Background: an optimization exercise with open tools, aiming at small area. Do not read the settings as production practice.
Only simulation tests tie the RTL to the original design; equivalence was not proved.
The flow treats the clock pin as an ideal source, which a real chip does not have.
No activity file was given, so power comes from the tool's default toggle rates.

**flow/recover.tcl**
```tcl
# After CTS: downsize cells on paths with spare slack to recover area, then
# legalize the placement again.
log_cmd estimate_parasitics -placement
log_cmd repair_timing -recover_power 100 -setup_margin 0.1 -verbose
log_cmd detailed_placement
check_placement -verbose
log_cmd estimate_parasitics -placement
report_worst_slack -max
report_design_area
```
**config.mk**
```make
export PLATFORM = sky130hd
export DESIGN_NAME = game_core
export DESIGN_NICKNAME = game_core
export VERILOG_FILES = /design/flow/design.v
export SDC_FILE = /design/flow/constraint.sdc
export NUM_CORES = 4
export LEC_CHECK = 0
export CAP_MARGIN = 20
export CORE_MARGIN = 2
export CORE_UTILIZATION = 65
export SLEW_MARGIN = 20
```
**design.v**
```verilog
module mbullet #(parameter int DIR = 0)    
(
    input  logic       clk, rst, fe,
    input  logic       keep,               
    input  logic [9:0] px20, py20,         
    input  logic [9:0] cx, cy,             
    input  logic       cxok, cyok,         
    output logic [9:0] bx, by,
    output logic       hit
);
    function automatic logic ge10(input logic [9:0] a, input logic [9:0] b);
        logic g;
        g = 1'b1;
        for (int i = 0; i < 10; i++)
            g = (a[i] & ~b[i]) | (a[i] & g) | (~b[i] & g);
        ge10 = g;
    endfunction
    function automatic logic [9:0] add10(input logic [9:0] a, input logic [9:0] b);
        logic c;
        c = 1'b0;
        for (int i = 0; i < 10; i++) begin
            add10[i] = a[i] ^ b[i] ^ c;
            c = (a[i] & b[i]) | (a[i] & c) | (b[i] & c);
        end
    endfunction
    logic st, mv;                          
    logic [9:0] xin, yin;
    logic miss, inbox;
    wire m = fe & mv;
    always_comb begin
        xin = bx;
        yin = by;
        case (DIR)
            0: xin = add10(bx, {{8{m}}, 2'b00});
            1: xin = add10(bx, {7'd0, m, 2'b00});
            2: yin = add10(by, {{8{m}}, 2'b00});
            default: yin = add10(by, {7'd0, m, 2'b00});
        endcase
    end
    assign miss  = ge10(10'd40, yin) || (ge10(yin, 10'd434) && ge10(10'd1018, yin)) ||
                   ge10(10'd40, xin) || (ge10(xin, 10'd594) && ge10(10'd1018, xin));
    function automatic logic [10:0] sub10(input logic [9:0] a, input logic [9:0] b);
        logic c;
        c = 1'b1;
        for (int i = 0; i < 10; i++) begin
            sub10[i] = a[i] ^ ~b[i] ^ c;
            c = (a[i] & ~b[i]) | (a[i] & c) | (~b[i] & c);
        end
        sub10[10] = ~c;
    endfunction
    wire [10:0] hx = sub10(xin, cx);
    wire [10:0] hy = sub10(yin, cy);
    assign inbox = !hx[10] && ge10(10'd40, hx[9:0]) && cxok &&
                   !hy[10] && ge10(10'd40, hy[9:0]) && cyok;
    assign hit   = !st && !miss && inbox;
    always_ff @(posedge clk) begin
        if (rst || !keep || (fe && st) || (!st && (miss || inbox))) begin
            bx <= px20;
            by <= py20;
            mv <= 1'b0;
        end else begin
            bx <= xin;
            by <= yin;
            mv <= mv | fe;
        end
        if (rst)
            st <= 1'b1;
        else if (st)
            st <= 1'b0;
        else
            st <= miss || inbox;
    end
endmodule
module game_core(
    input  logic        clk,
    input  logic        reset,           
    input  logic        frame_clk,       
    input  logic [15:0] keycode,
    input  logic [9:0]  DrawX, DrawY,    
    output logic [2:0]  Health,
    output logic        active_key,
    output logic        dungeon_frame1, dungeon_frame2, dungeon_frame3,
    output logic        initial_frame, final_frame, game_over,
    output logic [9:0]  Monster_X, Monster_Y, Monster_X_2, Monster_Y_2,
    output logic [9:0]  monster_bullet_X_L, monster_bullet_Y_L,
                        monster_bullet_X_R, monster_bullet_Y_R,
                        monster_bullet_X_U, monster_bullet_Y_U,
                        monster_bullet_X_D, monster_bullet_Y_D,
    output logic [9:0]  bullet_X, bullet_Y,
    output logic [9:0]  char_frame_X, char_frame_Y,
    output logic        character_frame,
    output logic        is_character, is_monster1, is_monster2, is_monster3,
    output logic        is_bullet, is_bullet_l, is_bullet_r, is_bullet_u, is_bullet_d,
    output logic        is_heart, is_key,
    output logic [18:0] char_ra, background_ra, monster1_ra, monster2_ra, monster3_ra,
    output logic [18:0] bullet_ra, bullet_l_ra, bullet_r_ra, bullet_u_ra, bullet_d_ra,
    output logic [18:0] heart_ra, key_ra
);
    function automatic logic [10:0] sub10(input logic [9:0] a, input logic [9:0] b);
        logic c;
        c = 1'b1;
        for (int i = 0; i < 10; i++) begin
            sub10[i] = a[i] ^ ~b[i] ^ c;
            c = (a[i] & ~b[i]) | (a[i] & c) | (~b[i] & c);
        end
        sub10[10] = ~c;
    endfunction
    function automatic logic [10:0] nsub10(input logic [9:0] na, input logic [9:0] b);
        logic c;
        logic [9:0] t;
        c = 1'b0;
        for (int i = 0; i < 10; i++) begin
            t[i] = na[i] ^ b[i] ^ c;
            c = (na[i] & b[i]) | (na[i] & c) | (b[i] & c);
        end
        nsub10 = {c, ~t};
    endfunction
    function automatic logic ge10(input logic [9:0] a, input logic [9:0] b);
        logic g;
        g = 1'b1;
        for (int i = 0; i < 10; i++)
            g = (a[i] & ~b[i]) | (a[i] & g) | (~b[i] & g);
        ge10 = g;
    endfunction
    function automatic logic ge8(input logic [7:0] a, input logic [7:0] b);
        logic g;
        g = 1'b1;
        for (int i = 0; i < 8; i++)
            g = (a[i] & ~b[i]) | (a[i] & g) | (~b[i] & g);
        ge8 = g;
    endfunction
    function automatic logic [9:0] add10(input logic [9:0] a, input logic [9:0] b);
        logic c;
        c = 1'b0;
        for (int i = 0; i < 10; i++) begin
            add10[i] = a[i] ^ b[i] ^ c;
            c = (a[i] & b[i]) | (a[i] & c) | (b[i] & c);
        end
    endfunction
    function automatic logic [15:0] add16(input logic [15:0] a, input logic [15:0] b,
                                          input logic cin);
        logic c;
        c = cin;
        for (int i = 0; i < 16; i++) begin
            add16[i] = a[i] ^ b[i] ^ c;
            c = (a[i] & b[i]) | (a[i] & c) | (b[i] & c);
        end
    endfunction
    function automatic logic [15:0] mul42w(input logic [5:0] y, input logic [5:0] x, input logic wx, input logic wy);
        logic s0, k0, s1, k1, s2, k2, s3, k3, s4, k4, s5, k5, s6, k6, s7, k7, s8, k8, s9, k9, s10, k10, s11, k11, s12, k12, s13, k13, s14, k14, s15, k15, s16, k16, s17, k17, s18, k18, s19, k19, s20, k20, s21, k21, s22, k22, s23, k23;
        s0 = x[1] ^ y[0];
        k0 = x[1] & y[0];
        s1 = x[2] ^ y[1] ^ k0;
        k1 = (x[2] & y[1]) | (x[2] & k0) | (y[1] & k0);
        s2 = x[3] ^ y[2] ^ y[0];
        k2 = (x[3] & y[2]) | (x[3] & y[0]) | (y[2] & y[0]);
        s3 = k1 ^ s2;
        k3 = k1 & s2;
        s4 = x[4] ^ y[3] ^ y[1];
        k4 = (x[4] & y[3]) | (x[4] & y[1]) | (y[3] & y[1]);
        s5 = k2 ^ k3 ^ s4;
        k5 = (k2 & k3) | (k2 & s4) | (k3 & s4);
        s6 = x[5] ^ y[4] ^ y[2];
        k6 = (x[5] & y[4]) | (x[5] & y[2]) | (y[4] & y[2]);
        s7 = y[0] ^ k4 ^ k5;
        k7 = (y[0] & k4) | (y[0] & k5) | (k4 & k5);
        s8 = s6 ^ s7;
        k8 = s6 & s7;
        s9 = y[5] ^ y[3] ^ y[1];
        k9 = (y[5] & y[3]) | (y[5] & y[1]) | (y[3] & y[1]);
        s10 = wx ^ k6 ^ k7;
        k10 = (wx & k6) | (wx & k7) | (k6 & k7);
        s11 = k8 ^ s9 ^ s10;
        k11 = (k8 & s9) | (k8 & s10) | (s9 & s10);
        s12 = y[4] ^ y[2] ^ wx;
        k12 = (y[4] & y[2]) | (y[4] & wx) | (y[2] & wx);
        s13 = wy ^ k9 ^ k10;
        k13 = (wy & k9) | (wy & k10) | (k9 & k10);
        s14 = k11 ^ s12 ^ s13;
        k14 = (k11 & s12) | (k11 & s13) | (s12 & s13);
        s15 = y[5] ^ y[3] ^ wx;
        k15 = (y[5] & y[3]) | (y[5] & wx) | (y[3] & wx);
        s16 = wy ^ k12 ^ k13;
        k16 = (wy & k12) | (wy & k13) | (k12 & k13);
        s17 = k14 ^ s15 ^ s16;
        k17 = (k14 & s15) | (k14 & s16) | (s15 & s16);
        s18 = y[4] ^ wx ^ k15;
        k18 = (y[4] & wx) | (y[4] & k15) | (wx & k15);
        s19 = k16 ^ k17 ^ s18;
        k19 = (k16 & k17) | (k16 & s18) | (k17 & s18);
        s20 = y[5] ^ wy ^ k18;
        k20 = (y[5] & wy) | (y[5] & k18) | (wy & k18);
        s21 = k19 ^ s20;
        k21 = k19 & s20;
        s22 = wy ^ k20 ^ k21;
        k22 = (wy & k20) | (wy & k21) | (k20 & k21);
        s23 = wy ^ k22;
        k23 = wy & k22;
        mul42w = {wy, 1'b0, k23, s23, s22, s21, s19, s17, s14, s11, s8, s5, s3, s1, s0, x[0]};
    endfunction
    function automatic logic [11:0] mul42(input logic [5:0] y, input logic [5:0] x);
        logic s0, k0, s1, k1, s2, k2, s3, k3, s4, k4, s5, k5, s6, k6, s7, k7, s8, k8, s9, k9, s10, k10, s11, k11, s12, k12, s13, k13, s14, k14, s15, k15, s16, k16, s17, k17;
        s0 = x[1] ^ y[0];
        k0 = x[1] & y[0];
        s1 = x[2] ^ y[1] ^ k0;
        k1 = (x[2] & y[1]) | (x[2] & k0) | (y[1] & k0);
        s2 = x[3] ^ y[2] ^ y[0];
        k2 = (x[3] & y[2]) | (x[3] & y[0]) | (y[2] & y[0]);
        s3 = k1 ^ s2;
        k3 = k1 & s2;
        s4 = x[4] ^ y[3] ^ y[1];
        k4 = (x[4] & y[3]) | (x[4] & y[1]) | (y[3] & y[1]);
        s5 = k2 ^ k3 ^ s4;
        k5 = (k2 & k3) | (k2 & s4) | (k3 & s4);
        s6 = x[5] ^ y[4] ^ y[2];
        k6 = (x[5] & y[4]) | (x[5] & y[2]) | (y[4] & y[2]);
        s7 = y[0] ^ k4 ^ k5;
        k7 = (y[0] & k4) | (y[0] & k5) | (k4 & k5);
        s8 = s6 ^ s7;
        k8 = s6 & s7;
        s9 = y[5] ^ y[3] ^ y[1];
        k9 = (y[5] & y[3]) | (y[5] & y[1]) | (y[3] & y[1]);
        s10 = k6 ^ k7 ^ k8;
        k10 = (k6 & k7) | (k6 & k8) | (k7 & k8);
        s11 = s9 ^ s10;
        k11 = s9 & s10;
        s12 = y[4] ^ y[2] ^ k9;
        k12 = (y[4] & y[2]) | (y[4] & k9) | (y[2] & k9);
        s13 = k10 ^ k11 ^ s12;
        k13 = (k10 & k11) | (k10 & s12) | (k11 & s12);
        s14 = y[5] ^ y[3] ^ k12;
        k14 = (y[5] & y[3]) | (y[5] & k12) | (y[3] & k12);
        s15 = k13 ^ s14;
        k15 = k13 & s14;
        s16 = y[4] ^ k14 ^ k15;
        k16 = (y[4] & k14) | (y[4] & k15) | (k14 & k15);
        s17 = y[5] ^ k16;
        k17 = y[5] & k16;
        mul42 = {k17, s17, s16, s15, s13, s11, s8, s5, s3, s1, s0, x[0]};
    endfunction
    function automatic logic [11:0] mul140(input logic [4:0] y, input logic [7:0] x);
        logic s0, k0, s1, k1, s2, k2, s3, k3, s4, k4, s5, k5, s6, k6, s7, k7, s8, k8, s9, k9, s10, k10, s11, k11, s12, k12, s13, k13, s14, k14;
        s0 = x[2] ^ y[0];
        k0 = x[2] & y[0];
        s1 = x[3] ^ y[1] ^ y[0];
        k1 = (x[3] & y[1]) | (x[3] & y[0]) | (y[1] & y[0]);
        s2 = k0 ^ s1;
        k2 = k0 & s1;
        s3 = x[4] ^ y[2] ^ y[1];
        k3 = (x[4] & y[2]) | (x[4] & y[1]) | (y[2] & y[1]);
        s4 = k1 ^ k2 ^ s3;
        k4 = (k1 & k2) | (k1 & s3) | (k2 & s3);
        s5 = x[5] ^ y[3] ^ y[2];
        k5 = (x[5] & y[3]) | (x[5] & y[2]) | (y[3] & y[2]);
        s6 = k3 ^ k4 ^ s5;
        k6 = (k3 & k4) | (k3 & s5) | (k4 & s5);
        s7 = x[6] ^ y[4] ^ y[3];
        k7 = (x[6] & y[4]) | (x[6] & y[3]) | (y[4] & y[3]);
        s8 = k5 ^ k6 ^ s7;
        k8 = (k5 & k6) | (k5 & s7) | (k6 & s7);
        s9 = x[7] ^ y[4] ^ y[0];
        k9 = (x[7] & y[4]) | (x[7] & y[0]) | (y[4] & y[0]);
        s10 = k7 ^ k8 ^ s9;
        k10 = (k7 & k8) | (k7 & s9) | (k8 & s9);
        s11 = y[1] ^ k9 ^ k10;
        k11 = (y[1] & k9) | (y[1] & k10) | (k9 & k10);
        s12 = y[2] ^ k11;
        k12 = y[2] & k11;
        s13 = y[3] ^ k12;
        k13 = y[3] & k12;
        s14 = y[4] ^ k13;
        k14 = y[4] & k13;
        mul140 = {s14, s13, s12, s11, s10, s8, s6, s4, s2, s0, x[1], x[0]};
    endfunction
    function automatic logic [4:0] mul5(input logic [2:0] y, input logic [2:0] x);
        logic s0, k0, s1, k1, s2, k2, s3, k3, s4, k4, s5, k5;
        s0 = x[0] ^ y[0];
        k0 = x[0] & y[0];
        s1 = x[1] ^ y[1] ^ k0;
        k1 = (x[1] & y[1]) | (x[1] & k0) | (y[1] & k0);
        s2 = x[2] ^ y[2] ^ y[0];
        k2 = (x[2] & y[2]) | (x[2] & y[0]) | (y[2] & y[0]);
        s3 = k1 ^ s2;
        k3 = k1 & s2;
        s4 = y[1] ^ k2 ^ k3;
        k4 = (y[1] & k2) | (y[1] & k3) | (k2 & k3);
        s5 = y[2] ^ k4;
        k5 = y[2] & k4;
        mul5 = {s5, s4, s3, s1, s0};
    endfunction
    function automatic logic [12:0] bg5(input logic [8:0] y, input logic [2:0] x);
        logic s0, k0, s1, k1, s2, k2, s3, k3, s4, k4, s5, k5, s6, k6, s7, k7, s8, k8, s9, k9, s10, k10, s11, k11, s12, k12, s13, k13, s14, k14, s15, k15, s16, k16, s17, k17;
        s0 = x[0] ^ y[0];
        k0 = x[0] & y[0];
        s1 = x[1] ^ y[1] ^ k0;
        k1 = (x[1] & y[1]) | (x[1] & k0) | (y[1] & k0);
        s2 = x[2] ^ y[2] ^ y[0];
        k2 = (x[2] & y[2]) | (x[2] & y[0]) | (y[2] & y[0]);
        s3 = k1 ^ s2;
        k3 = k1 & s2;
        s4 = y[3] ^ y[1] ^ k2;
        k4 = (y[3] & y[1]) | (y[3] & k2) | (y[1] & k2);
        s5 = k3 ^ s4;
        k5 = k3 & s4;
        s6 = y[4] ^ y[2] ^ k4;
        k6 = (y[4] & y[2]) | (y[4] & k4) | (y[2] & k4);
        s7 = k5 ^ s6;
        k7 = k5 & s6;
        s8 = y[5] ^ y[3] ^ k6;
        k8 = (y[5] & y[3]) | (y[5] & k6) | (y[3] & k6);
        s9 = k7 ^ s8;
        k9 = k7 & s8;
        s10 = y[6] ^ y[4] ^ k8;
        k10 = (y[6] & y[4]) | (y[6] & k8) | (y[4] & k8);
        s11 = k9 ^ s10;
        k11 = k9 & s10;
        s12 = y[7] ^ y[5] ^ k10;
        k12 = (y[7] & y[5]) | (y[7] & k10) | (y[5] & k10);
        s13 = k11 ^ s12;
        k13 = k11 & s12;
        s14 = y[8] ^ y[6] ^ k12;
        k14 = (y[8] & y[6]) | (y[8] & k12) | (y[6] & k12);
        s15 = k13 ^ s14;
        k15 = k13 & s14;
        s16 = y[7] ^ k14 ^ k15;
        k16 = (y[7] & k14) | (y[7] & k15) | (k14 & k15);
        s17 = y[8] ^ k16;
        k17 = y[8] & k16;
        bg5 = {1'b0, k17, s17, s16, s15, s13, s11, s9, s7, s5, s3, s1, s0};
    endfunction
    logic fdly, fe;
    always_ff @(posedge clk) begin
        fdly <= frame_clk;
        fe   <= frame_clk & ~fdly;
    end
    localparam logic [2:0] S_START = 3'd0, S_L1 = 3'd1, S_W1 = 3'd2, S_W2 = 3'd3,
                           S_L2 = 3'd4, S_L3 = 3'd5, S_END = 3'd6, S_GO = 3'd7;
    logic [2:0] st, st_n;
    logic F1, F2, F3, Fkey, N2, N3, akey;
    logic F1_n, F2_n, F3_n, Fkey_n, N2_n, N3_n, akey_n;
    logic soft_reset;
    logic [2:0] health;
    logic [9:0] cx, cy;                   
    logic eng_finish, eng_hit;
    logic [1:0] last;                     
    wire inL1 = st == S_L1;
    wire inL2 = st == S_L2;
    wire inL3 = st == S_L3;
    wire act  = (inL1 & ~F1) | (inL2 & ~F2) | (inL3 & ~F3);
    wire [1:0] lvl = inL1 ? 2'd1 : inL2 ? 2'd2 : 2'd3;
    wire fin  = eng_finish & (act | (last == lvl));
    wire die  = health == 3'd0;
    wire k28 = keycode == 16'h0028;
    wire k29 = keycode == 16'h0029;
    wire k44 = keycode == 16'd44;
    wire cx_300_330 = ge10(cx, 10'd300) && ge10(10'd330, cx);
    wire cy_210_230 = ge10(cy, 10'd210) && ge10(10'd230, cy);
    always_comb begin
        st_n = st;
        F1_n = F1; F2_n = F2; F3_n = F3;
        Fkey_n = Fkey; N2_n = N2; N3_n = N3; akey_n = akey;
        soft_reset = 1'b0;
        case (st)
            S_START:
                if (k28) begin
                    st_n = S_L1;
                    soft_reset = 1'b1;
                    Fkey_n = 1'b0;
                    akey_n = 1'b0;
                end
            S_L1:
                if (fin)
                    F1_n = 1'b1;
                else if ((F1 && ge10(cx, 10'd540) && ge10(cy, 10'd220) && ge10(10'd260, cy)) || k44) begin
                    N2_n = 1'b1;
                    st_n = S_W1;
                end else if (F1 && cx_300_330 && ge10(10'd60, cy)) begin
                    N3_n = 1'b1;
                    st_n = S_W1;
                end else if (die)
                    st_n = S_GO;
            S_W1: begin
                st_n = S_W2;
                soft_reset = 1'b1;
            end
            S_W2: begin
                soft_reset = 1'b1;
                if (N2) begin
                    st_n = S_L2;
                    N2_n = 1'b0;
                end else if (N3) begin
                    st_n = S_L3;
                    N3_n = 1'b0;
                end else
                    st_n = S_L1;
            end
            S_L2:
                if (fin && !F2) begin
                    akey_n = 1'b1;
                    F2_n = 1'b1;
                end else if (akey && cx_300_330 && cy_210_230) begin
                    akey_n = 1'b0;
                    Fkey_n = 1'b1;
                end else if (F2 && Fkey && cy_210_230 && ge10(10'd60, cx))
                    st_n = S_W1;
                else if (die)
                    st_n = S_GO;
            S_L3:
                if (fin)
                    F3_n = 1'b1;
                else if (F3 && cx_300_330 && ge10(cy, 10'd380))
                    st_n = S_W1;
                else if (die)
                    st_n = S_GO;
                else if (F3 && Fkey && cx_300_330 && cy_210_230)
                    st_n = S_END;
            default: begin        
                soft_reset = 1'b1;
                if (k29) begin
                    F1_n = 1'b0; F2_n = 1'b0; F3_n = 1'b0;
                    st_n = S_START;
                end
            end
        endcase
    end
    always_ff @(posedge clk) begin
        if (reset) begin
            st <= S_START;
            F1 <= 1'b0; F2 <= 1'b0; F3 <= 1'b0;
            Fkey <= 1'b0; N2 <= 1'b0; N3 <= 1'b0; akey <= 1'b0;
        end else begin
            st <= st_n;
            F1 <= F1_n; F2 <= F2_n; F3 <= F3_n;
            Fkey <= Fkey_n; N2 <= N2_n; N3 <= N3_n; akey <= akey_n;
        end
    end
    always_ff @(posedge clk) begin
        if (reset)
            health <= 3'b111;
        else if (act) begin
            if (eng_hit)
                health <= health - 3'd1;
        end else if (!(inL1 | inL2 | inL3 | st == S_W1 | st == S_W2))
            health <= 3'b111;
    end
    always_ff @(posedge clk)
        if (act)
            last <= lvl;
    logic nact;
    logic [1:0] nlvl;
    always_comb begin
        nact = 1'b0;
        nlvl = 2'd1;
        if (st == S_START)
            nact = k28 & ~F1;
        else if (st == S_W2) begin
            if (N2) begin
                nlvl = 2'd2;
                nact = ~F2;
            end else if (N3) begin
                nlvl = 2'd3;
                nact = ~F3;
            end else
                nact = ~F1;
        end
    end
    wire hard = nact & ~reset & (last != nlvl);
    wire erst = ~act;
    wire keep = ~reset & ((st_n == S_L1 & ~F1_n) | (st_n == S_L2 & ~F2_n) | (st_n == S_L3 & ~F3_n));
    assign Health = health;
    assign active_key = akey;
    assign dungeon_frame1 = inL1;
    assign dungeon_frame2 = inL2;
    assign dungeon_frame3 = inL3;
    assign initial_frame = st == S_START;
    assign final_frame = st == S_END;
    assign game_over = st == S_GO;
    logic [1:0] cxm, cym;      
    logic [1:0] cxm_n, cym_n;
    logic cpic, cpic_n;
    wire [7:0] klo = keycode[7:0];
    wire [7:0] khi = keycode[15:8];
    wire cy_top = ge10(10'd40, cy);
    wire cy_bot = ge10(cy, 10'd389) && ge10(10'd973, cy);
    wire cx_rgt = ge10(cx, 10'd557) && ge10(10'd981, cx);
    wire cx_lft = ge10(10'd40, cx);
    wire xmv = fe & cxm[1];
    wire ymv = fe & cym[1];
    wire [9:0] cx_in = add10(cx, {{8{xmv & cxm[0]}}, xmv, 1'b0});
    wire [9:0] cy_in = add10(cy, {{8{ymv & cym[0]}}, ymv, 1'b0});
    always_comb begin
        cxm_n = (keycode == 16'd0) ? 2'b00 : cxm;
        cym_n = (keycode == 16'd0) ? 2'b00 : cym;
        cpic_n = cpic;
        if (fe) begin
            case (keycode)
                16'h001a: begin cym_n = 2'b11; cxm_n = 2'b00; end
                16'h0004: begin cxm_n = 2'b11; cym_n = 2'b00; cpic_n = 1'b1; end
                16'h0016: begin cym_n = 2'b10; cxm_n = 2'b00; end
                16'h0007: begin cxm_n = 2'b10; cym_n = 2'b00; cpic_n = 1'b0; end
                16'h1a04, 16'h041a: begin cxm_n = 2'b11; cym_n = 2'b11; cpic_n = 1'b1; end
                16'h1a07, 16'h071a: begin cxm_n = 2'b10; cym_n = 2'b11; cpic_n = 1'b0; end
                16'h0416, 16'h1604: begin cxm_n = 2'b11; cym_n = 2'b10; cpic_n = 1'b1; end
                16'h1607, 16'h0716: begin cxm_n = 2'b10; cym_n = 2'b10; cpic_n = 1'b0; end
                default: ;
            endcase
            if (cy_bot && (klo == 8'h16 || khi == 8'h16))
                cym_n = 2'b00;
            else if (cy_top && (klo == 8'h1a || khi == 8'h1a))
                cym_n = 2'b00;
            if (cx_rgt && klo == 8'h07) begin
                cxm_n = 2'b00;
                if (cy_top || cy_bot)
                    cym_n = 2'b00;
            end else if (cx_lft && klo == 8'h04) begin
                cxm_n = 2'b00;
                if (cy_top || cy_bot)
                    cym_n = 2'b00;
            end
        end
    end
    always_ff @(posedge clk) begin
        if (reset || soft_reset) begin
            cx <= 10'd50;
            cy <= 10'd50;
            cxm <= 2'b00;
            cym <= 2'b00;
            cpic <= 1'b0;
        end else begin
            cx <= cx_in;
            cy <= cy_in;
            cxm <= cxm_n;
            cym <= cym_n;
            cpic <= cpic_n;
        end
    end
    assign char_frame_X = cx;
    assign char_frame_Y = cy;
    assign character_frame = cpic;
    logic [1:0] h1;
    logic [9:0] p1x, p1y;
    logic [7:0] c1;
    logic [1:0] d1;            
    logic [1:0] m1;            
    logic [1:0] m1_n;
    logic pb_hit1, pb_hit2;    
    wire [9:0] q1x = hard ? 10'd320 : p1x;
    wire [9:0] q1y = hard ? 10'd240 : p1y;
    always_comb begin
        m1_n = ge8(c1, 8'd120) ? 2'd0 : m1;
        if (fe) begin
            if (d1 == 2'b00)
                m1_n = ge10(10'd40, p1y) ? 2'd0 : 2'd3;
            else if (d1 == 2'b01)
                m1_n = 2'd1;
            else
                m1_n = (ge10(p1x, 10'd579) && ge10(10'd1003, p1x)) ? 2'd0 : 2'd2;
        end
    end
    wire m1l = fe & (m1 == 2'd1);
    wire m1r = fe & (m1 == 2'd2);
    wire m1u = fe & (m1 == 2'd3);
    wire [9:0] p1x_mv = add10(p1x, {{9{m1l}}, m1l | m1r});
    wire [9:0] p1y_mv = add10(p1y, {10{m1u}});
    wire [7:0] c1_inc = 8'(add10({2'b0, c1}, {9'd0, fe}));
    always_ff @(posedge clk) begin
        begin
            if (pb_hit1 && !hard)
                h1 <= h1 - 2'd1;
            else if (erst)
                h1 <= 2'd3;
            if (h1 == 2'd0 && !hard) begin
                p1x <= 10'd0;
                p1y <= 10'd0;
            end else if (erst) begin
                p1x <= 10'd320;
                p1y <= 10'd240;
            end else begin
                p1x <= p1x_mv;
                p1y <= p1y_mv;
            end
            m1 <= erst ? 2'd0 : m1_n;
            if (!ge8(8'd240, c1) || erst)
                c1 <= 8'd0;
            else
                c1 <= c1_inc;
        end
        if (!ge10(cx, q1x))
            d1 <= 2'b01;
        else if (!ge10(cy, q1y))
            d1 <= 2'b00;
        else
            d1 <= 2'b11;
    end
    logic [1:0] h2;
    logic [9:0] p2x, p2y;
    logic [7:0] c2;
    logic [1:0] d2;            
    logic [2:0] m2;            
    logic [2:0] m2_n;
    wire [9:0] q2x = hard ? 10'd200 : p2x;
    wire [9:0] q2y = hard ? 10'd300 : p2y;
    wire [10:0] ex = sub10(q2x, cx);
    wire [10:0] ey = sub10(q2y, cy);
    wire sx = ex[10];
    wire sy = ey[10];
    wire [15:0] es = add16({{5{sx}}, ex}, {{5{sy}}, ey} ^ {16{sx ~^ sy}}, sx ~^ sy);
    wire ahor = sx ? (es[15] | (es == 16'd0)) : !es[15];
    wire [1:0] d2_n = ahor ? (sx ? 2'b11 : 2'b01) : (sy ? 2'b10 : 2'b00);
    always_comb begin
        m2_n = ge8(8'd80, c2) ? 3'd0 : m2;
        if (fe) begin
            case (d2)
                2'b00: m2_n = ge10(10'd40, p2y) ? 3'd0 : 3'b100;
                2'b01: m2_n = 3'b101;
                2'b10: m2_n = (ge10(p2y, 10'd419) && ge10(10'd1003, p2y)) ? 3'd0 : 3'b110;
                default: m2_n = (ge10(p2x, 10'd579) && ge10(10'd1003, p2x)) ? 3'd0 : 3'b111;
            endcase
        end
    end
    wire m2u = fe & (m2 == 3'b100);
    wire m2l = fe & (m2 == 3'b101);
    wire m2d = fe & (m2 == 3'b110);
    wire m2r = fe & (m2 == 3'b111);
    wire [9:0] p2x_mv = add10(p2x, {{8{m2l}}, m2r, m2l | m2r});
    wire [9:0] p2y_mv = add10(p2y, {{8{m2u}}, m2d, m2u | m2d});
    wire [7:0] c2_inc = 8'(add10({2'b0, c2}, {9'd0, fe}));
    always_ff @(posedge clk) begin
        begin
            if (pb_hit2 && !hard)
                h2 <= h2 - 2'd1;
            else if (erst)
                h2 <= 2'd3;
            if (h2 == 2'd0 && !hard) begin
                p2x <= 10'd0;
                p2y <= 10'd0;
            end else if (erst) begin
                p2x <= 10'd200;
                p2y <= 10'd300;
            end else begin
                p2x <= p2x_mv;
                p2y <= p2y_mv;
            end
            m2 <= erst ? 3'd0 : m2_n;
            if (!ge8(8'd160, c2) || erst)
                c2 <= 8'd0;
            else
                c2 <= c2_inc;
        end
        d2 <= d2_n;
    end
    wire [10:0] tx = sub10(cx, p2x);
    wire [10:0] ty = sub10(cy, p2y);
    wire m2_touch = !tx[10] && ge10(10'd20, tx[9:0]) && ge10(10'd1003, p2x) &&
                    !ty[10] && ge10(10'd20, ty[9:0]) && ge10(10'd1003, p2y);
    wire [9:0] p1x20 = keep ? (hard ? 10'd340 : add10(p1x, 10'd20)) : 10'd0;
    wire [9:0] p1y20 = keep ? (hard ? 10'd260 : add10(p1y, 10'd20)) : 10'd0;
    wire cxok = ge10(10'd983, cx);
    wire cyok = ge10(10'd983, cy);
    logic [9:0] blx, bly, brx, bry, bux, buy, bdx, bdy;
    logic bl_hit, br_hit, bu_hit, bd_hit;
    mbullet #(.DIR(0)) mb_l(.clk(clk), .rst(erst), .fe(fe), .keep(keep), .px20(p1x20), .py20(p1y20),
                            .cx(cx), .cy(cy), .cxok(cxok), .cyok(cyok),
                            .bx(blx), .by(bly), .hit(bl_hit));
    mbullet #(.DIR(1)) mb_r(.clk(clk), .rst(erst), .fe(fe), .keep(keep), .px20(p1x20), .py20(p1y20),
                            .cx(cx), .cy(cy), .cxok(cxok), .cyok(cyok),
                            .bx(brx), .by(bry), .hit(br_hit));
    mbullet #(.DIR(2)) mb_u(.clk(clk), .rst(erst), .fe(fe), .keep(keep), .px20(p1x20), .py20(p1y20),
                            .cx(cx), .cy(cy), .cxok(cxok), .cyok(cyok),
                            .bx(bux), .by(buy), .hit(bu_hit));
    mbullet #(.DIR(3)) mb_d(.clk(clk), .rst(erst), .fe(fe), .keep(keep), .px20(p1x20), .py20(p1y20),
                            .cx(cx), .cy(cy), .cxok(cxok), .cyok(cyok),
                            .bx(bdx), .by(bdy), .hit(bd_hit));
    logic pst;                 
    logic [1:0] pdir;          
    logic pmv;
    logic [9:0] pbx, pby;
    wire pm = fe & pmv & ~pst;
    wire pmu = pm & (pdir == 2'd0);
    wire pmr = pm & (pdir == 2'd1);
    wire pmd = pm & (pdir == 2'd2);
    wire pml = pm & (pdir == 2'd3);
    wire [9:0] pxin = add10(pbx, {{7{pml}}, pml | pmr, 2'b00});
    wire [9:0] pyin = add10(pby, {{7{pmu}}, pmu | pmd, 2'b00});
    wire pmiss = ge10(10'd40, pyin) || (ge10(pyin, 10'd434) && ge10(10'd1018, pyin)) ||
                 ge10(10'd40, pxin) || (ge10(pxin, 10'd594) && ge10(10'd1018, pxin));
    wire [10:0] g1x = sub10(pxin, p1x);
    wire [10:0] g1y = sub10(pyin, p1y);
    wire [10:0] g2x = sub10(pxin, p2x);
    wire [10:0] g2y = sub10(pyin, p2y);
    wire pbox1 = !g1x[10] && ge10(10'd40, g1x[9:0]) && ge10(10'd983, p1x) &&
                 !g1y[10] && ge10(10'd40, g1y[9:0]) && ge10(10'd983, p1y);
    wire pbox2 = !g2x[10] && ge10(10'd40, g2x[9:0]) && ge10(10'd983, p2x) &&
                 !g2y[10] && ge10(10'd40, g2y[9:0]) && ge10(10'd983, p2y);
    assign pb_hit1 = !pst && !pmiss && pbox1;
    assign pb_hit2 = !pst && !pmiss && !pbox1 && pbox2;
    wire pend = !pst && (pmiss || pbox1 || pbox2);
    always_ff @(posedge clk) begin
        if (erst || (fe && pst) || pend) begin
            pbx <= add10(cx, 10'd20);
            pby <= add10(cy, 10'd20);
            pmv <= 1'b0;
        end else begin
            pbx <= pxin;
            pby <= pyin;
            pmv <= pmv | fe;
        end
        if (erst)
            pst <= 1'b1;
        else if (pst) begin
            if (klo == 8'h52) begin
                pst <= 1'b0; pdir <= 2'd0;
            end else if (klo == 8'h51) begin
                pst <= 1'b0; pdir <= 2'd2;
            end else if (klo == 8'h50) begin
                pst <= 1'b0; pdir <= 2'd3;
            end else if (klo == 8'h4f) begin
                pst <= 1'b0; pdir <= 2'd1;
            end
        end else if (pend)
            pst <= 1'b1;
    end
    assign eng_finish = p1x == 10'd0 && p1y == 10'd0 && p2x == 10'd0 && p2y == 10'd0;
    assign eng_hit = bl_hit | br_hit | bu_hit | bd_hit | m2_touch;
    assign Monster_X = act ? p1x : 10'd0;
    assign Monster_Y = act ? p1y : 10'd0;
    assign Monster_X_2 = act ? p2x : 10'd0;
    assign Monster_Y_2 = act ? p2y : 10'd0;
    assign monster_bullet_X_L = blx;
    assign monster_bullet_Y_L = bly;
    assign monster_bullet_X_R = brx;
    assign monster_bullet_Y_R = bry;
    assign monster_bullet_X_U = bux;
    assign monster_bullet_Y_U = buy;
    assign monster_bullet_X_D = bdx;
    assign monster_bullet_Y_D = bdy;
    assign bullet_X = act ? pbx : 10'd0;
    assign bullet_Y = act ? pby : 10'd0;
    wire anydf = inL1 | inL2 | inL3;
    wire [9:0] nDrawX = ~DrawX;
    wire [9:0] nDrawY = ~DrawY;
    wire [10:0] chx = nsub10(nDrawX, cx);
    wire [10:0] chy = nsub10(nDrawY, cy);
    wire cbox = !chx[10] && !ge10(chx[9:0], 10'd42) && !chy[10] && !ge10(chy[9:0], 10'd50);
    assign is_character = cbox && !(initial_frame || final_frame || game_over);
    wire xpos = xmv & ~cxm[0];
    wire ypos = ymv & ~cym[0];
    wire [5:0] lx = 6'(nsub10({4'd0, nDrawX[5:0]}, {4'd0, cx_in[5:0]}));
    wire [5:0] ly = 6'(nsub10({4'd0, nDrawY[5:0]}, {4'd0, cy_in[5:0]}));
    wire wx = xpos & (chx[5:1] == 5'd0);
    wire wy = ypos & (chy[5:1] == 5'd0);
    wire [15:0] cra = mul42w(ly, lx, wx, wy);
    assign char_ra = is_character ? {3'd0, cra} : 19'd0;
    wire [10:0] s1x = nsub10(nDrawX, Monster_X);
    wire [10:0] s1y = nsub10(nDrawY, Monster_Y);
    wire mbox1 = Monster_X != 10'd0 && !s1x[10] && !ge10(s1x[9:0], 10'd42) && ge10(10'd981, Monster_X) &&
                 !s1y[10] && !ge10(s1y[9:0], 10'd50) && ge10(10'd973, Monster_Y);
    assign is_monster1 = mbox1 && dungeon_frame1;
    assign is_monster2 = mbox1 && !dungeon_frame1 && (dungeon_frame2 || dungeon_frame3);
    wire [11:0] m1ra = mul42(s1y[5:0], s1x[5:0]);
    assign monster1_ra = is_monster1 ? {7'd0, m1ra} : 19'd0;
    assign monster2_ra = is_monster2 ? {7'd0, m1ra} : 19'd0;
    wire [10:0] s2x = nsub10(nDrawX, Monster_X_2);
    wire [10:0] s2y = nsub10(nDrawY, Monster_Y_2);
    wire mbox2 = Monster_X_2 != 10'd0 && !s2x[10] && !ge10(s2x[9:0], 10'd42) && ge10(10'd981, Monster_X_2) &&
                 !s2y[10] && !ge10(s2y[9:0], 10'd50) && ge10(10'd973, Monster_Y_2);
    assign is_monster3 = mbox2 && anydf;
    wire [11:0] m3ra = mul42(s2y[5:0], s2x[5:0]);
    assign monster3_ra = is_monster3 ? {7'd0, m3ra} : 19'd0;
    function automatic logic [5:0] bbox(input logic [9:0] dx, input logic [9:0] dy,
                                        input logic [9:0] bx, input logic [9:0] by);
        logic [10:0] sx, sy;
        sx = nsub10(dx, bx);
        sy = nsub10(dy, by);
        bbox[0] = !sx[10] && sx[9:3] == 7'd0 && !ge10({7'd0, sx[2:0]}, 10'd5) && ge10(10'd1018, bx) &&
                  !sy[10] && sy[9:3] == 7'd0 && !ge10({7'd0, sy[2:0]}, 10'd5) && ge10(10'd1018, by);
        bbox[5:1] = mul5(sy[2:0], sx[2:0]);
    endfunction
    wire [5:0] bl = bbox(nDrawX, nDrawY, monster_bullet_X_L, monster_bullet_Y_L);
    wire [5:0] br = bbox(nDrawX, nDrawY, monster_bullet_X_R, monster_bullet_Y_R);
    wire [5:0] bu = bbox(nDrawX, nDrawY, monster_bullet_X_U, monster_bullet_Y_U);
    wire [5:0] bd = bbox(nDrawX, nDrawY, monster_bullet_X_D, monster_bullet_Y_D);
    wire [5:0] bp = bbox(nDrawX, nDrawY, bullet_X, bullet_Y);
    assign is_bullet_l = bl[0] && !ge10(10'd20, monster_bullet_X_L) && !ge10(10'd20, monster_bullet_Y_L);
    assign is_bullet_r = br[0] && !ge10(10'd20, monster_bullet_X_R) && !ge10(10'd20, monster_bullet_Y_R);
    assign is_bullet_u = bu[0] && !ge10(10'd20, monster_bullet_X_U) && !ge10(10'd20, monster_bullet_Y_U);
    assign is_bullet_d = bd[0] && !ge10(10'd20, monster_bullet_X_D) && !ge10(10'd20, monster_bullet_Y_D);
    assign is_bullet   = bp[0] && bullet_X != 10'd0 && bullet_Y != 10'd0;
    assign bullet_l_ra = is_bullet_l ? 19'(bl[5:1]) : 19'd0;
    assign bullet_r_ra = is_bullet_r ? 19'(br[5:1]) : 19'd0;
    assign bullet_u_ra = is_bullet_u ? 19'(bu[5:1]) : 19'd0;
    assign bullet_d_ra = is_bullet_d ? 19'(bd[5:1]) : 19'd0;
    assign bullet_ra   = is_bullet   ? 19'(bp[5:1]) : 19'd0;
    wire [15:0] hmax = add16({9'd0, health, 4'b0}, {11'd0, health, 2'b0}, 1'b0);
    assign is_heart = !ge10(DrawX, hmax[9:0]) && !ge10(DrawY, 10'd20) && anydf;
    wire [11:0] hra = mul140(DrawY[4:0], DrawX[7:0]);
    assign heart_ra = is_heart ? {7'd0, hra[11:0]} : 19'd0;
    assign is_key = akey && ge10(DrawX, 10'd300) && !ge10(DrawX, 10'd360) &&
                    ge10(DrawY, 10'd210) && !ge10(DrawY, 10'd245);
    wire [5:0] kx = 6'(add10({4'd0, DrawX[5:0]}, 10'd20));    
    wire [5:0] ky = 6'(add10({4'd0, DrawY[5:0]}, 10'd46));    
    wire [15:0] kra = add16({4'd0, ky, kx}, ~{8'd0, ky, 2'b00}, 1'b1);
    assign key_ra = is_key ? {7'd0, kra[11:0]} : 19'd0;
    wire [12:0] bgh = bg5(DrawY[9:1], DrawX[9:7]);
    assign background_ra = {bgh, DrawX[6:1]};
endmodule
```
**constraint.sdc**
```tcl
create_clock -name core_clock -period 12.0 [get_ports {clk}]
set_input_delay 2.4000 -clock core_clock [delete_from_list [all_inputs] [get_ports {clk}]]
set_output_delay 2.4000 -clock core_clock [all_outputs]
set_load 0.01 [all_outputs]
```
**standard.sh**
```bash
#!/bin/bash
# synth_recipe.tcl (not shown) runs the flow's synth.tcl, then flattens the netlist and writes it again
# the make line also repeats each setting of config.mk as NAME=value (left out here)
make -C /OpenROAD-flow-scripts/flow DESIGN_CONFIG=/design/flow/config.mk WORK_HOME=/design/flow/orfs CLKGATE_MAP_FILE= SYNTH_SCRIPT=/design/flow/synth_recipe.tcl "${@:-finish}"
```
**flow/run.sh**
```bash
#!/bin/bash
# Standard layout, except that the port buffers are the platform's smallest
# buffer (buf_1) instead of the default pick, and that after CTS the cells on
# paths with spare slack are downsized (flow/recover.tcl, run as the CTS
# step's POST hook). Every tool's output is kept in a log file in the work
# folder (ORFS's own logs under orfs/logs, make's output in standard_flow.log).
set -euo pipefail
bash standard.sh BUFFER_PORTS_ARGS="-buffer_cell sky130_fd_sc_hd__buf_1" \
    POST_CTS_TCL="$PWD/flow/recover.tcl" finish > standard_flow.log 2>&1
```
==> metrics.md, run 1 <==
| Metric | Value |
|---|---|
| DRC Markers | 0 |
| RSZ-0062 raised after global routing | false |
| Die area | 42700 um2 |
| Clock latency (worst-skew pair) | 580 ps |
| Synth top area share | 32.5% |
| Worst Max-Slew Pin Slew | 1240 ps |
| CP max stage cell | clkbuf_1 |
| DR vias | 23400 |
| Worst Hold End | fe |
| Die width | 207 um |
| Vias in the first global route | 23000 |
| Worst Path Arrival | 9340 ps |
| Worst hold start | fdly |
| Final hold viol count | 0 |
| Max-slew headroom | 16.5% |
| Fraction of layout cells with a size suffix above 1 | 5.73% |
| CORE AREA | 40700 um2 |
| Worst-case vdd ir drop | 0.119 mV |
| Clk slew on worst S/H paths | 60 ps |
| Setup tns final | 0 ps |
| Layout area overhead | 9.53% |
| Fin crit period | 11740 ps |
| Vias per cell | 6.37 |
| Hold slack | 398 ps |
| Dpl hpwl | 77.2 mm |
| GRT Util Overall | 47.0% |
| Synth Flop Type | dfxtp_1 |
| Reg-to-Reg End | d2[0] |
| MaxCap Viol Count | 0 |
| Synth top cells by count | inv_1 (466), fa_1 (434), nor2_1 (185) |
| # port buffers | 334 |
| FP Rows | 74 |
| Cell mode on critical path | fa_1 |
| NumNets Final | 3757 |
| EDFF count, synth | 58 |
| CTS tree | built |
| Top-count cell post-synth | inv_1 |
| Mapped cell area | 26700 um2 |
| Final period utilization | 97.9% |
| Startpoint Class | input pin |
| Critical-path maximum fanout | 21 |
| Slew Limit Fails | 0 |
| Initial core utilization | 65.6% |
| Pleak | 13.0 nW |
| Min-delay worst type | reg2reg |
| Clk sinks | 219 |
| R2r setup slk | 1900 ps |
| PD cells | 67.6 nW/um2 |
| Initial antenna violation count | 3 |
| Wire per inst | 27.2 um |
| Synth area leaders | fa_1 (33%), dfxtp_1 (12%), ha_1 (7.7%), inv_1 (6.5%), edfxtp_1 (6.5%) |
| Hold Crit Depth | 1 |
| Worst Setup Slack, final | 256 ps |
| Routed Antenna Nets | 0 |
| Worst Setup End Kind | output pin |
| Status | no timing/DRC/antenna violations |
| CP peak stage delay | 670 ps |
| TritonRoute pass-1 iters | 8 |
| Netlist cell types | 88 |
| Post-route insts no fill | 3672 |
| Endpoints failing setup | 0 |
| Crit Path Class | in2out |
| Dpl cells | 3612 |
| Dpl ws | -42.7 ps |
| Yosys warning total | 5 |
| DIE HEIGHT | 207 um |
| FFs w/ async S/R, synth | 0% |
| I/O Pins | 449 |
| R2r startpoint | st[0] |
| Largest net degree at the start of global routing | 61 |
| Mean area per synthesized cell | 9.70 um2 |
| R2R depth | 35 |
| Worst EP required | 9600 ps |
| Post-synthesis cell count | 2753 |
| Yosys top cell by area | fa_1 |
| Sequential area share after synthesis | 18.6% |
| RePlAce Congestion | 1.04 |
| Final WL | 99.9 mm |
| Total power | 1.98 mW |
| DR iter-0 viols | 2394 |
| First-pass GRT wire length | 144 mm |
| Fmax | 85.2 MHz |
| Grt ovf | 0 |
| Clock skew | 16.6 ps |
| Yosys reg bits | 219 |
==> how the worst max path moves through the flow <==
stage	start	end	slack, ps	cells past startpoint
global route	DrawX[0]	monster1_ra[9]	10	25
global placement	keycode[5]	d2[0]	240	36
finish	DrawX[0]	monster1_ra[0]	260	25
floorplan	keycode[10]	d2[0]	30	39
detailed placement	keycode[5]	d2[0]	-40	36
==> sequential cells by signal, summed over array words and instances, names as in the netlist, 9 cells and up <==
signal / flops
mb_d.bx: 10
mb_u.by: 10
p1y: 10
p2y: 10
pbx: 9
mb_d.by: 10
mb_l.by: 10
mb_u.bx: 10
mb_l.bx: 10
mb_r.by: 10
p1x: 10
mb_r.bx: 10
cx: 9
pby: 9
cy: 9
p2x: 10
==> cells in the final DEF, fill, tap and decap left out, types with 30 or more instances in the layout <==
cell        n
buf_4      42
a21oi_1    93
edfxtp_1   58
nand2_1   134
xnor2_1    30
and2_1     67
nand3_1    34
conb_1    114
nand4_1    51
ha_1      165
nor2b_1    31
buf_1     326
nor4_1     44
inv_1     466
and3_1     30
nor3_1     53
nor2_1    184
and2_0     44
o21ai_0    74
dfxtp_1   161
fa_1      427
==> critical path: cells and delay by family <==
kind / cells / cell delay [ps]
fa+ha+maj: 10 / 3700
simple gates: 6 / 1260
compound gates: 1 / 210
buf+inv: 8 / 1750
==> final cells by class <==
cell class,instances,area [um2]
clock inverter,11,141
tap,532,666
antenna,1,2.50
fill,3073,11500
sequential,219,4960
clock buffer,38,800
multi-input combinational,1994,19200
timing repair buffer,411,1770
inverter,466,1750
==> stage by stage <==
step	area, um2	util [%]
global route	29300	71.8
floorplan	27200	-
global placement	28400	69.7
finish	29300	71.8
detailed placement	28400	69.7
==> routing by layer <==
metal	routed length, um	GRT usage, %	vias up
li1	-	-	9631
met1	35100	59.5	11500
met2	42700	69.0	1776
met3	14000	15.3	468
met4	8060	31.4	4
met5	25	0.806	-
==> report_power, final <==
part | internal (mW) | switching, mW
Clock | 0.514 | 0.363
Combinational | 0.115 | 0.231
Sequential | 0.754 | 0.000798
==> kinds of logic (layout without fill, tap and decap cells) <==
group	count (synthesis)	in the layout	share of synthesized area (%)
multiplexers	45	45	1.78
AND/OR/NAND/NOR	814	814	17.0
XOR/XNOR	57	57	1.87
buffers and inverters	653	926	11.2
adder cells (fa/ha/maj)	604	604	40.4
flip-flops	219	219	18.6
other	1	115	0.0140
AO/OA/AOI/OAI	360	360	9.10
==> run 2, diff against run 1 <==
--- a/design.v
+++ b/design.v
@@ -651,6 +651,4 @@
     end
-    wire [10:0] tx = sub10(cx, p2x);
-    wire [10:0] ty = sub10(cy, p2y);
-    wire m2_touch = !tx[10] && ge10(10'd20, tx[9:0]) && ge10(10'd1003, p2x) &&
-                    !ty[10] && ge10(10'd20, ty[9:0]) && ge10(10'd1003, p2y);
+    wire m2_touch = ((ex[10] && ge10(ex[9:0], 10'd1004)) || ex == 11'd0) && ge10(10'd1003, p2x) &&
+                    ((ey[10] && ge10(ey[9:0], 10'd1004)) || ey == 11'd0) && ge10(10'd1003, p2y);
     wire [9:0] p1x20 = keep ? (hard ? 10'd340 : add10(p1x, 10'd20)) : 10'd0;
==> flow/run.sh (replaced) <==
#!/bin/bash
# Standard layout, except that: the port buffers are the platform's smallest
# buffer (buf_1) instead of the default pick; the constant outputs share one
# tie cell (repair_design buffers its net) instead of one tie cell each; and
# after CTS the cells on paths with spare slack are downsized
# (flow/recover.tcl, run as the CTS step's POST hook). Every tool's output is kept in a log file in the work
# folder (ORFS's own logs under orfs/logs, make's output in standard_flow.log).
set -euo pipefail
bash standard.sh BUFFER_PORTS_ARGS="-buffer_cell sky130_fd_sc_hd__buf_1" \
    POST_CTS_TCL="$PWD/flow/recover.tcl" SKIP_REPAIR_TIE_FANOUT=1 finish > standard_flow.log 2>&1
--- a/config.mk
+++ b/config.mk
@@ -10,2 +10,3 @@
 export CORE_UTILIZATION = 65
+export CTS_BUF_LIST = sky130_fd_sc_hd__clkbuf_2 sky130_fd_sc_hd__clkbuf_4
 export SLEW_MARGIN = 20
==> metrics.md, run 2 <==
| Metric | Value |
|---|---|
| Yosys warning total | 5 |
| Sequential area share after synthesis | 18.8% |
| Clock skew | 71.1 ps |
| Mapped cell area | 26400 um2 |
| Dpl hpwl | 76.4 mm |
| # port buffers | 334 |
| Synth Area in Adders | 39.8% |
| Crit Path Class | reg2out |
| Clock power share | 42.5% |
| Routed Antenna Nets | 0 |
| Synth Flop Type | dfxtp_1 |
| Grt ovf | 0 |
| Design Area, Final | 28400 um2 |
| GRT Util Overall | 47.1% |
| Fraction of layout cells with a size suffix above 1 | 7.26% |
| Critical-path maximum fanout | 29 |
| Clk slew on worst S/H paths | 80 ps |
| Min-delay worst type | reg2reg |
| Worst Max-Slew Pin Slew | 1290 ps |
| Yosys top cell by area | fa_1 |
| Wire per inst | 27.1 um |
| Max-slew headroom | 12.9% |
| Switching share of power | 32.7% |
| Post-synthesis cell count | 2731 |
| Clk sinks | 219 |
| I/O Pins | 449 |
| # fillers | 3199 |
| Vias per cell | 6.41 |
| Most frequent cells in the layout | inv_1 (452), fa_1 (418), buf_1 (331), nor2_1 (180), ha_1 (163) |
| NumNets Final | 3638 |
| Critical path buffers and inverters | 6 |
| P_sw | 0.628 mW |
| Worst Setup End Kind | output pin |
| Clock latency (worst-skew pair) | 810 ps |
| RePlAce Congestion | 1.03 |
| Die width | 206 um |
| Critical path's top delay family | adder cells |
| Initial antenna violation count | 6 |
| CORE AREA | 39900 um2 |
| Post-synthesis mux area share | 2.05% |
| DIE HEIGHT | 206 um |
| DR iter-0 viols | 2967 |
| Fin crit period | 11630 ps |
| Multi-input logic area | 18400 um2 |
| Most common cell after layout, fill and taps aside | inv_1 |
| EDFF count, synth | 58 |
| Int Power | 1.29 mW |
| FP Rows | 73 |
| MaxCap Viol Count | 0 |
| Final hold viol count | 0 |
| Dpl ws | 96.9 ps |
| PD cells | 67.6 nW/um2 |
| Post-synthesis compound-gate area fraction | 8.77% |
| Worst Path Arrival | 9230 ps |
| Slew Limit Fails | 0 |
| Seq. cell area | 4960 um2 |
| Netlist cell types | 94 |
| RSZ-0062 raised after global routing | false |
| Layout area overhead | 7.50% |
| Part of the power in registers | 39.3% |
| Cell mode on critical path | fa_1 |
| Worst EP required | 9600 ps |
| Synth area leaders | fa_1 (32%), dfxtp_1 (12%), ha_1 (7.7%), edfxtp_1 (6.6%), inv_1 (6.4%) |
| CP max stage cell | o2111a_1 |
| DR vias | 23100 |
| Final WL | 97.5 mm |
| Die area | 42300 um2 |
| Setup tns final | 0 ps |
| Fmax | 86.0 MHz |
| XOR/XNOR Fraction of Synth Area | 1.82% |
| DRC Markers | 0 |
| DP Area | 27600 um2 |
| Startpoint Class | flop |
| Synth Area in Simple Gates | 17.7% |
| Top-count cell post-synth | inv_1 |
| Synth top cells by count | inv_1 (453), fa_1 (418), nor2_1 (180) |
| Status | no timing/DRC/antenna violations |
| TritonRoute pass-1 iters | 6 |
| Synth top area share | 31.7% |
| CP peak stage delay | 820 ps |
| Vias in the first global route | 22700 |
| Largest family of logic cells by synthesized area | adder cells |
| FFs w/ async S/R, synth | 0% |
| Logic gate share of total power | 18.2% |
| First-pass GRT wire length | 143 mm |
| Endpoints failing setup | 0 |
| Worst-case vdd ir drop | 0.0841 mV |
| CTS tree | built |
| Final period utilization | 96.9% |
| Largest net degree at the start of global routing | 115 |
| Worst Setup Slack, final | 370 ps |
| Yosys reg bits | 219 |
| Pleak | 12.6 nW |
| Initial core utilization | 66.2% |
| Mean area per synthesized cell | 9.67 um2 |
-- run 2: changes by cell type in the layout (fill, tap and decap cells not counted), moves of 7 or more --
cell       delta
clkbuf_16    -29
inv_1        -14
clkinv_1     +23
buf_4         -7
fa_1          -9
nor3_1       +14
clkbuf_4     +90
conb_1      -113
nand2_1       -8
fa_2          -7
o21ai_0       -8
-- run 2: cells by family (layout without fill, tap and decap cells) --
logic type / after synthesis / after routing
simple gates: 827 / 827
buf+inv: 644 / 984
fa+ha+maj: 590 / 590
compound gates: 344 / 344
flops: 219 / 219
xor+xnor: 55 / 55
mux: 51 / 51
other cells: 1 / 5
-- run 2: worst register-to-register path: cells and delay by family (launching register included) --
kind	cells	cell delay, ps
DFF	1	500
muxes	1	290
adders and majority gates	17	6360
and+or+nand+nor	4	1740
AOI/OAI and AO/OA	2	510
buffers and inverters	6	970
xor gates and xnor gates	1	240
-- run 2: final timing paths --
| kind | from | end | slack (ps) | cells after the start |
|---|---|---|---|---|
| max reg2reg | st[1] | d2[1] | 1290 | 31 |
| min | fdly | fe | 400 | 1 |
| min reg2reg | fdly | fe | 400 | 1 |
| max | st[0] | monster1_ra[9] | 370 | 25 |
-- run 2: power groups by stage --
stage	clock network [mW]	registers [mW]	logic [mW]
floorplan	0	0.771	0.232
global placement	0	0.771	0.328
detailed placement	0	0.771	0.340
global route	0.852	0.754	0.387
finish	0.815	0.754	0.349
-- run 2: layout make-up --
type / count / share of cell area (%)
Timing Repair Buffer: 407 / 6.13
Clock inverter: 33 / 0.767
Clock buffer: 90 / 2.38
Tap cell: 525 / 2.31
Sequential cell: 219 / 17.5
Inverter: 454 / 6.02
Multi-Input combinational cell: 1868 / 64.9
Antenna cell: 4 / 0.0353
-- run 2: metrics by stage --
stage	utilization, %	cells	total power [mW]	hold WS (ps)
final	71.1	3600	1.92	402
after global routing	71.1	3597	1.99	414
after detailed placement	69.3	3469	1.11	396
after global placement	69.3	3468	1.10	386
after floorplan	-	2731	1.00	367
-- run 2: routing by layer --
layer / track usage (%) / share of wire (%) / vias to the layer above
li1: - / - / 9611
met1: 59.5 / 35 / 11300
met2: 68.0 / 42 / 1701
met3: 19.1 / 15 / 414
met4: 27.9 / 7.0 / 2
met5: 0 / 0.015 / -
==> run 3, diff against run 2 <==
--- a/config.mk
+++ b/config.mk
@@ -10,3 +10,5 @@
 export CORE_UTILIZATION = 65
-export CTS_BUF_LIST = sky130_fd_sc_hd__clkbuf_2 sky130_fd_sc_hd__clkbuf_4
+export CTS_BUF_LIST = sky130_fd_sc_hd__clkbuf_8
+export CTS_CLUSTER_DIAMETER = 60
+export CTS_CLUSTER_SIZE = 10
 export SLEW_MARGIN = 20
==> metrics.md, run 3 <==
| Metric | Value |
|---|---|
| Clk sinks | 219 |
| Clock latency (worst-skew pair) | 710 ps |
| RSZ-0062 raised after global routing | false |
| Post-synthesis mux area share | 2.05% |
| Post-synthesis compound-gate area fraction | 8.77% |
| MaxCap Viol Count | 0 |
| Hold slack | 404 ps |
| Most frequent cells in the layout | inv_1 (463), fa_1 (418), buf_1 (331), nor2_1 (180), ha_1 (163) |
| Startpoint Class | flop |
| Worst Path Arrival | 9200 ps |
| Sequential area share after synthesis | 18.8% |
| Fraction of layout cells with a size suffix above 1 | 5.59% |
| Max-slew headroom | 12.2% |
| NumNets Final | 3602 |
| Synth area leaders | fa_1 (32%), dfxtp_1 (12%), ha_1 (7.7%), edfxtp_1 (6.6%), inv_1 (6.4%) |
| Fmax | 86.2 MHz |
| I/O Pins | 449 |
| Status | no timing/DRC/antenna violations |
| Netlist cell types | 94 |
| Synth Area in Adders | 39.8% |
| Largest family of logic cells by synthesized area | adder cells |
| First-pass GRT wire length | 142 mm |
| Crit Path Class | reg2out |
| Final hold viol count | 0 |
| Grt ovf | 0 |
| PD cells | 62.0 nW/um2 |
| Setup tns final | 0 ps |
| Worst Max-Slew Pin Slew | 1310 ps |
| Yosys warning total | 5 |
| Synth top area share | 31.7% |
| Final WL | 97.0 mm |
| Most common cell after layout, fill and taps aside | inv_1 |
| CP peak stage delay | 880 ps |
| Routed Antenna Nets | 0 |
| DRC Markers | 0 |
| Yosys reg bits | 219 |
| Fin crit period | 11600 ps |
| FP Rows | 73 |
| Worst Setup End Kind | output pin |
| Initial antenna violation count | 6 |
| Initial core utilization | 66.2% |
| Utilization after layout | 70.5% |
| Min-delay worst type | reg2reg |
| DR vias | 22900 |
| DIE HEIGHT | 206 um |
| Post-synthesis cell count | 2731 |
| GRT Util Overall | 46.5% |
| Largest net degree at the start of global routing | 115 |
| CTS tree | built |
| Dpl hpwl | 76.4 mm |
| Final period utilization | 96.7% |
| Endpoints failing setup | 0 |
| Yosys top cell by area | fa_1 |
| Top-count cell post-synth | inv_1 |
| # port buffers | 334 |
| Clock skew | 57.4 ps |
| Wire per inst | 27.4 um |
| FFs w/ async S/R, synth | 0% |
| EDFF count, synth | 58 |
| Slew Limit Fails | 0 |
| Pleak | 12.4 nW |
| Die width | 206 um |
| Synth Flop Type | dfxtp_1 |
| Worst-case vdd ir drop | 0.0882 mV |
| Synth top cells by count | inv_1 (453), fa_1 (418), nor2_1 (180) |
| XOR/XNOR Fraction of Synth Area | 1.82% |
| Die area | 42300 um2 |
| Layout area overhead | 6.56% |
| Hold Crit Depth | 1 |
| Mean area per synthesized cell | 9.67 um2 |
| Critical-path maximum fanout | 29 |
| Vias in the first global route | 22400 |
| Clk slew on worst S/H paths | 70 ps |
| Worst EP required | 9600 ps |
| CP max stage cell | nor3_1 |
| Mapped cell area | 26400 um2 |
| Cell mode on critical path | fa_1 |
| R2R depth | 31 |
| CORE AREA | 39900 um2 |
| DR iter-0 viols | 2820 |
| Synth Area in Simple Gates | 17.7% |
| RePlAce Congestion | 1.03 |
| Vias per cell | 6.47 |
| TritonRoute pass-1 iters | 6 |
run 3: cell counts after synthesis:
Identical to the previous run, type by type.
run 3: cell families after synthesis:
group,after synthesis
simple gates,827
mux,51
xor+xnor,55
compound gates,344
other cells,1
buf+inv,644
flops,219
fa+ha+maj,590
run 3: worst paths after layout:
path,start,to,slack [ps]
worst max-delay path,F1,monster3_ra[10],400
worst min-delay path,fdly,fe,400
worst max register to register,st[1],d2[1],1300
worst min register to register,fdly,fe,400
run 3: area by class of cell:
cell class,instances,area [um2]
Multi-Input combinational cell,1868,18400
Fill cell,3221,11800
Sequential cell,219,4960
Timing Repair Buffer,408,1770
Inverter,454,1710
Tap cell,525,657
Clock buffer,34,468
Clock inverter,21,148
Antenna cell,4,10.0
run 3: metal layers:
layer  global-route usage [%]  routed length [um]  share of wire, %  vias up
met4                     25.6                6930               7.1        2
met2                     68.0               41000                42     1723
met1                     59.0               34100                35    11200
met5                    0.357                  18             0.019        -
met3                     18.5               14900                15      425
li1                         -                   -                 -     9497
run 3: stage by stage:
stage	setup WS (ps)	total power, mW	instances	cell area (um2)
after global placement	282	1.10	3468	27600
final	397	1.74	3533	28100
after detailed placement	96.9	1.11	3469	27600
after global routing	43.9	1.80	3530	28100
after floorplan	31.4	1.00	2731	26400
run 3: power by group:
| group | total [mW] | switching [mW] | internal [mW] |
|---|---|---|---|
| Sequential | 0.754 | 0.000269 | 0.753 |
| Combinational | 0.351 | 0.232 | 0.120 |
| Clock | 0.638 | 0.351 | 0.288 |
run 3: worst max-delay path: cells and delay by family, from the launching register on:
family / cells / cell delay (ps)
AOI/OAI and AO/OA: 2 / 470
adders and majority gates: 10 / 3470
buffers and inverters: 6 / 1500
DFF: 1 / 720
muxes: 1 / 190
and+or+nand+nor: 6 / 2160
==> run 4, diff against run 3 <==
--- a/design.v
+++ b/design.v
@@ -751,6 +751,6 @@
     assign char_ra = is_character ? {3'd0, cra} : 19'd0;
-    wire [10:0] s1x = nsub10(nDrawX, Monster_X);
-    wire [10:0] s1y = nsub10(nDrawY, Monster_Y);
-    wire mbox1 = Monster_X != 10'd0 && !s1x[10] && !ge10(s1x[9:0], 10'd42) && ge10(10'd981, Monster_X) &&
-                 !s1y[10] && !ge10(s1y[9:0], 10'd50) && ge10(10'd973, Monster_Y);
+    wire [10:0] s1x = nsub10(nDrawX, p1x);
+    wire [10:0] s1y = nsub10(nDrawY, p1y);
+    wire mbox1 = p1x != 10'd0 && !s1x[10] && !ge10(s1x[9:0], 10'd42) && ge10(10'd981, p1x) &&
+                 !s1y[10] && !ge10(s1y[9:0], 10'd50) && ge10(10'd973, p1y) && act;
     assign is_monster1 = mbox1 && dungeon_frame1;
@@ -760,6 +760,6 @@
     assign monster2_ra = is_monster2 ? {7'd0, m1ra} : 19'd0;
-    wire [10:0] s2x = nsub10(nDrawX, Monster_X_2);
-    wire [10:0] s2y = nsub10(nDrawY, Monster_Y_2);
-    wire mbox2 = Monster_X_2 != 10'd0 && !s2x[10] && !ge10(s2x[9:0], 10'd42) && ge10(10'd981, Monster_X_2) &&
-                 !s2y[10] && !ge10(s2y[9:0], 10'd50) && ge10(10'd973, Monster_Y_2);
+    wire [10:0] s2x = nsub10(nDrawX, p2x);
+    wire [10:0] s2y = nsub10(nDrawY, p2y);
+    wire mbox2 = p2x != 10'd0 && !s2x[10] && !ge10(s2x[9:0], 10'd42) && ge10(10'd981, p2x) &&
+                 !s2y[10] && !ge10(s2y[9:0], 10'd50) && ge10(10'd973, p2y) && act;
     assign is_monster3 = mbox2 && anydf;
@@ -780,3 +780,3 @@
     wire [5:0] bd = bbox(nDrawX, nDrawY, monster_bullet_X_D, monster_bullet_Y_D);
-    wire [5:0] bp = bbox(nDrawX, nDrawY, bullet_X, bullet_Y);
+    wire [5:0] bp = bbox(nDrawX, nDrawY, pbx, pby);
     assign is_bullet_l = bl[0] && !ge10(10'd20, monster_bullet_X_L) && !ge10(10'd20, monster_bullet_Y_L);
@@ -785,3 +785,3 @@
     assign is_bullet_d = bd[0] && !ge10(10'd20, monster_bullet_X_D) && !ge10(10'd20, monster_bullet_Y_D);
-    assign is_bullet   = bp[0] && bullet_X != 10'd0 && bullet_Y != 10'd0;
+    assign is_bullet   = bp[0] && pbx != 10'd0 && pby != 10'd0 && act;
     assign bullet_l_ra = is_bullet_l ? 19'(bl[5:1]) : 19'd0;
--- a/config.mk
+++ b/config.mk
@@ -13,2 +13,3 @@
 export CTS_CLUSTER_SIZE = 10
+export GPL_TIMING_DRIVEN = 0
 export SLEW_MARGIN = 20
==> metrics.md, run 4 <==
| Metric | Value |
|---|---|
| Yosys reg bits | 219 |
| Layout area overhead | 10.5% |
| Die width | 204 um |
| Final hold viol count | 0 |
| Dpl ws | -1140 ps |
| Mapped cell area | 26100 um2 |
| Synth area leaders | fa_1 (32%), dfxtp_1 (12%), ha_1 (7.8%), edfxtp_1 (6.7%), inv_1 (6.4%) |
| Cell mode on critical path | fa_1 |
| Hold slack | 391 ps |
| I/O Pins | 449 |
| Die area | 41700 um2 |
| Clock skew | 56.7 ps |
| NumNets Final | 3728 |
| Slew Limit Fails | 0 |
| R2R depth | 35 |
| Largest net degree at the start of global routing | 115 |
| Wire per inst | 26.2 um |
| Status | no timing/DRC/antenna violations |
| Synth top cells by count | inv_1 (447), fa_1 (418), nor2_1 (251) |
| Largest family of logic cells by synthesized area | adder cells |
| Final period utilization | 97.3% |
| R2r startpoint | st[2] |
| Max-slew headroom | 13.7% |
| Seq. cell area | 4970 um2 |
| Endpoints failing setup | 0 |
| Initial core utilization | 65.8% |
| CTS tree | built |
| Vias in the first global route | 22700 |
| RePlAce Congestion | 1.10 |
| First-pass GRT wire length | 141 mm |
| R2r setup slk | 1400 ps |
| Critical-path maximum fanout | 10 |
| Initial antenna violation count | 8 |
| # port buffers | 332 |
| Worst Hold End | fe |
| Synth Flop Type | dfxtp_1 |
| Worst Setup Slack, final | 323 ps |
| Most common cell after layout, fill and taps aside | inv_1 |
| TritonRoute pass-1 iters | 8 |
| Yosys warning total | 5 |
| RSZ-0062 raised after global routing | false |
| CP max stage cell | clkdlybuf4s18_2 |
| EDFF count, synth | 58 |
| Critical path's top delay family | adder cells |
| GRT Util Overall | 46.4% |
| Final WL | 95.8 mm |
| Worst-case vdd ir drop | 0.0949 mV |
| Most frequent cells in the layout | inv_1 (445), fa_1 (412), buf_1 (322), nor2_1 (250), ha_1 (163) |
| Vias per cell | 6.31 |
| DR vias | 23100 |
| Worst EP required | 9600 ps |
| Synth Area in Adders | 40.2% |
| Critical path buffers and inverters | 9 |
| Routed Antenna Nets | 0 |
| Worst Path Arrival | 9280 ps |
| FFs w/ async S/R, synth | 0% |
| Fmax | 85.6 MHz |
| Setup tns final | 0 ps |
| Min-delay worst type | reg2reg |
| Fraction of layout cells with a size suffix above 1 | 8.35% |
| Fin crit period | 11680 ps |
| Synth top area share | 32.1% |
| Clock latency (worst-skew pair) | 670 ps |
| Reg-to-Reg End | d2[0] |
| Crit path from | DrawY[0] |
| DP Area | 28100 um2 |
| DRC Markers | 0 |
| CP peak stage delay | 470 ps |
| Top-count cell post-synth | inv_1 |
| DR iter-0 viols | 2722 |
## run 4: cell types whose count changed after synthesis, moves of 7 or more
cell | previous run | this run
nor2_1 | 180 | 251
nor3_2 | 39 | 1
and3_1 | 35 | 19
a211oi_1 | 10 | 21
clkbuf_1 | 49 | 38
nor3_1 | 50 | 60
a21oi_1 | 92 | 100
a31oi_1 | 21 | 13
nor2b_1 | 27 | 35
nor3b_1 | 10 | 3
nor4_2 | 8 | 1
or3_1 | 15 | 8
## run 4: stage by stage
stage,instances,utilization [%],power [mW]
after floorplan,2728,-,1.02
after global placement,3585,70.7,1.12
after detailed placement,3587,70.9,1.14
after global routing,3653,72.6,1.79
final,3658,72.6,1.72
## run 4: area by class of cell
type                            instances  share of cell area [%]
Clock buffer                           31                    1.48
Timing Repair Buffer                  352                    5.04
Multi-Input combinational cell       1879                    63.4
Inverter                              448                    5.86
Tap cell                              525                    2.28
Buffer                                179                    4.17
Clock inverter                         18                   0.426
Sequential cell                       219                    17.3
Antenna cell                            7                  0.0608
## run 4: per-layer routing
layer  share of wire [%]  wire length, um  GRT usage [%]  vias to the layer above
li1                    -                -              -                     9660
met1                  36            34100           58.7                    11200
met3                  14            13100           15.7                      447
met2                  43            40900           67.7                     1790
met4                 8.0             7670           31.5                        6
met5               0.034               33              0                        -
## run 4: report_power, final
group | total [mW] | leakage (nW) | switching (mW) | internal [mW]
registers | 0.755 | 1.97 | 0.00171 | 0.753
clock network | 0.589 | 0.318 | 0.326 | 0.263
logic | 0.377 | 10.5 | 0.231 | 0.146
total | 1.72 | 12.8 | 0.559 | 1.16
## run 4: worst register-to-register path, delay by kind of cell (launching register included)
kind	cells	cell delay, ps
fa+ha+maj	20	6650
buf+inv	7	750
flops	1	340
mux	1	310
xor+xnor	1	250
simple gates	4	1800
compound gates	2	390
## run 4: cell families after synthesis
group                      count (synthesis)
muxes                                     38
xor gates and xnor gates                  56
other                                      1
adders and majority gates                589
AOI/OAI and AO/OA                        342
and+or+nand+nor                          853
DFF                                      219
buffers and inverters                    630
## run 4: worst max path at each step
stage	endpoint	slack, ps	cells after the start
after floorplan	d2[0]	10	39
after global placement	d2[1]	-1020	38
after detailed placement	d2[1]	-1140	38
after global routing	d2[0]	70	38
final	monster2_ra[1]	320	26

Check on run 4: ideal ports give 0.323 ns setup slack; a clkbuf_16 on the clock port and buf_2 on the inputs give 0.274 ns; moving port delays by the midpoint clock arrival (0.697 ns) as well gives -0.255 ns.
